From an optimization exercise on the open Yosys and OpenROAD flow, aimed at small area and a short achievable clock period; shortcuts taken in it are not production practice. The RTL was checked by simulation tests, not by an equivalence proof against the original design. Power figures rest on the tool's default switching activity, not on a simulated workload.

Setup of indigo:
Design processor, start of the top module:
module processor(input logic clk,
                 input logic rst,
                 input logic [31:0] instruction, read_data,
                 output logic [31:0] pc, direction, write_data,
                 output logic mem_write);
Size: roughly 2800 cells after synthesis, ~520 flip-flops, about 160 I/O pins, about 31000 sq um of cells after synthesis.
==> flow/config.mk <==
export PLATFORM = sky130hd
export DESIGN_NAME = processor
export DESIGN_NICKNAME = processor
export VERILOG_FILES = /design/flow/design.v
export SDC_FILE = /design/flow/constraint.sdc
export NUM_CORES = 4
export LEC_CHECK = 0
export CAP_MARGIN = 20
export CORE_MARGIN = 2
export CORE_UTILIZATION = 55
export CTS_CLUSTER_DIAMETER = 100
export CTS_CLUSTER_SIZE = 20
export SLEW_MARGIN = 20
export SYNTH_HIERARCHICAL = 1
==> flow/constraint.sdc <==
create_clock -name core_clock -period 30.0 [get_ports {clk}]
set_input_delay 6.0000 -clock core_clock [delete_from_list [all_inputs] [get_ports {clk}]]
set_output_delay 6.0000 -clock core_clock [all_outputs]
set_load 0.01 [all_outputs]
standard.sh (not shown) runs the stock make flow with config.mk's settings and CLKGATE_MAP_FILE= SYNTH_SCRIPT=/design/flow/synth_recipe.tcl, a recipe that flattens the netlist after the stock synthesis.
==> flow/flow/run.sh <==
#!/bin/bash
# The standard ORFS flow (standard.sh), with two changes to how the layout is made:
# - repair_timing aims for more setup slack than zero (SETUP_SLACK_MARGIN), so the
#   resizer shortens the critical paths instead of stopping at the 30 ns clock;
# - the port buffers are buf_2 cells instead of the slow delay buffers buffer_ports picks.
# The SDC, clock period, floorplan, power grid, tap cells, CTS and routing are as standard.
set -euo pipefail
MARGIN=$(cat flow/margin.txt)
bash standard.sh "SETUP_SLACK_MARGIN=${MARGIN}" \
  "BUFFER_PORTS_ARGS=-buffer_cell sky130_fd_sc_hd__buf_2" finish > flow_make.log 2>&1
==> flow/flow/margin.txt <==
12.5
Relative to indigo, the following input files were edited for cedar:
--- a/flow/design.v
+++ b/flow/design.v
@@ -358,28 +358,37 @@
   assign pc_plus_8 = {pc_hi_inc, pc[2:0]};
   assign pc_plus_4 = pc[2] ? {pc_hi_inc, 1'b0, pc[1:0]} : {pc[31:3], 1'b1, pc[1:0]};
   logic [31:0] rf [0:14];
   logic [3:0]  a1, a2;
   logic [15:0] sel1, sel2;
   logic [31:0] rd1, rd2;
+  genvar gi, gj;
   logic [15:0] dec_rn, dec_rm, dec_rs, dec_rd;
   logic        s1_rm, s1_rn, s2_rs, s2_rd, s2_rm;
   assign dec_rn = 16'b1 << rn;
   assign dec_rm = 16'b1 << rm;
   assign dec_rs = 16'b1 << rs;
   assign dec_rd = 16'b1 << rd;
   assign s1_rm  = sh_src & ~ibit;
   assign s1_rn  = ~sh_src & ~br;
   assign s2_rs  = sh_src;
   assign s2_rd  = ~sh_src & store;
   assign s2_rm  = ~sh_src & ~store;
-  assign sel1 = ({16{s1_rm}} & dec_rm) | ({16{s1_rn}} & dec_rn) | {br, 15'b0};
-  assign sel2 = ({16{s2_rs}} & dec_rs) | ({16{s2_rd}} & dec_rd) | ({16{s2_rm}} & dec_rm);
+  logic [15:0] sel1_n, sel2_n;
+  generate
+    for (gi = 0; gi < 15; gi++) begin : g_sel
+      ao22n  c1(s1_rm, dec_rm[gi], s1_rn, dec_rn[gi], sel1_n[gi]);
+      ao222n c2(s2_rs, dec_rs[gi], s2_rd, dec_rd[gi], s2_rm, dec_rm[gi], sel2_n[gi]);
+    end
+  endgenerate
+  ao222n c1_15(s1_rm, dec_rm[15], s1_rn, dec_rn[15], br, 1'b1, sel1_n[15]);
+  ao222n c2_15(s2_rs, dec_rs[15], s2_rd, dec_rd[15], s2_rm, dec_rm[15], sel2_n[15]);
+  assign sel1 = ~sel1_n;
+  assign sel2 = ~sel2_n;
   logic [31:0] g1 [0:4];
   logic [31:0] g2 [0:4];
-  genvar gi, gj;
   generate
     for (gi = 0; gi < 5; gi++) begin : g_rd
       for (gj = 0; gj < 32; gj++) begin : g_bit
         ao222n c1(sel1[3*gi], rf[3*gi][gj], sel1[3*gi+1], rf[3*gi+1][gj], sel1[3*gi+2], rf[3*gi+2][gj], g1[gi][gj]);
         ao222n c2(sel2[3*gi], rf[3*gi][gj], sel2[3*gi+1], rf[3*gi+1][gj], sel2[3*gi+2], rf[3*gi+2][gj], g2[gi][gj]);
       end
@@ -409,13 +418,13 @@
     end
   endgenerate
   ks_adder add(pn, gn, op_sub, sum, cout);
   assign ovf  = (a[31] ^ sum[31]) & ~(a[31] ^ b[31] ^ op_sub);
   assign n   = bx[4:0];
   assign big = |bx[31:5];
-  assign r   = n ^ {5{op_lsl}};
+  assign r   = alu_src ? (instruction[11:7] ^ {5{op_lsl}}) : (rd2[4:0] ^ {5{op_lsl}});
   logic [31:0] lv [0:5];
   generate
     for (gj = 0; gj < 32; gj++) begin : g_pre
       mux2n m(a[gj], a[(gj + 1) % 32], op_lsl, lv[0][gj]);
     end
     for (gi = 0; gi < 5; gi++) begin : g_rot
@@ -424,23 +433,21 @@
       end
     end
   endgenerate
   assign rot = lv[5];
   assign thermo = ~32'b0 << n;
   assign mask = {32{op_ror}} | ({32{~big}} & (({32{op_lsl}} & thermo) | ({32{op_lsr}} & (~32'b0 >> n))));
-  assign shres = rot & mask;
   logic [31:0] rest;
   logic        arith;
   assign arith = op_add | op_sub;
   assign rest = ({32{op_and | op_orr}} & ~gn)
               | ({32{op_eor | op_orr}} & ~pn)
-              | ({32{op_not}} & ~a)
-              | ({32{op_lsl | op_lsr | op_ror}} & shres);
+              | ({32{op_not}} & ~a);
   generate
     for (gj = 0; gj < 32; gj++) begin : g_res
-      ao21 fin(arith, sum[gj], rest[gj], res[gj]);
+      ao221 fin(arith, sum[gj], rot[gj], mask[gj], rest[gj], res[gj]);
     end
   endgenerate
   assign direction = res;
   logic        we, pc_src, fw_nz, fw_cv;
   logic [31:0] wd;
   assign we     = (dp | load) & cond_ex & ~no_write;
@@ -483,9 +490,12 @@
   assign y = ~(s ? d1 : d0);
 endmodule
 module pgcell(input logic a, b, output logic pn, gn);
   assign pn = ~(a ^ b);
   assign gn = ~(a & b);
 endmodule
-module ao21(input logic a, b, c, output logic y);
-  assign y = (a & b) | c;
+module ao221(input logic a0, b0, a1, b1, c, output logic y);
+  assign y = (a0 & b0) | (a1 & b1) | c;
+endmodule
+module ao22n(input logic a0, b0, a1, b1, output logic y);
+  assign y = ~((a0 & b0) | (a1 & b1));
 endmodule
### Flow results
Transition time at the pin with the least slew margin for cedar is lower than for indigo. cedar ends up with a detailed route wirelength on metal2 that is about 3% lower than in indigo. Re number of clock buffer instances in the layout: no difference whatsoever between indigo and cedar. Diff indigo -> cedar: power went down, maximum vdd drop now larger, upper clock frequency limit held steady. cedar: maximum fanout along the worst path is 1 higher than what indigo reported.

==> port drivers added, routing unchanged <==
No port has a modelled driver above. Below, the same layouts with a new extraction and two added sets of constraints. Step 1: set_driving_cell puts a clkbuf_16 on clk and a buf_2 on each other input, an assumption about the parent block. Step 2, shift: input delay + t, output delay - t, t = (earliest + latest rising clock arrival at the registers) / 2. This alone moves slack from input paths to output paths. a / b / c = ideal / step 1 / step 2; a / b = the first two.
run | shift t [ns] | setup WS [ns] | hold slack, ns
indigo | 0.669 | 12.439 / 12.407 / 12.407 | 0.544 / 0.544 / 0.544
cedar | 0.674 | 12.460 / 12.416 / 12.416 | 0.479 / 0.479 / 0.479
After both steps setup and hold are still met in every run listed. The setup slack of cedar, which loses most, moves by -0.044 ns with the drivers and by -0.044 ns with both steps.
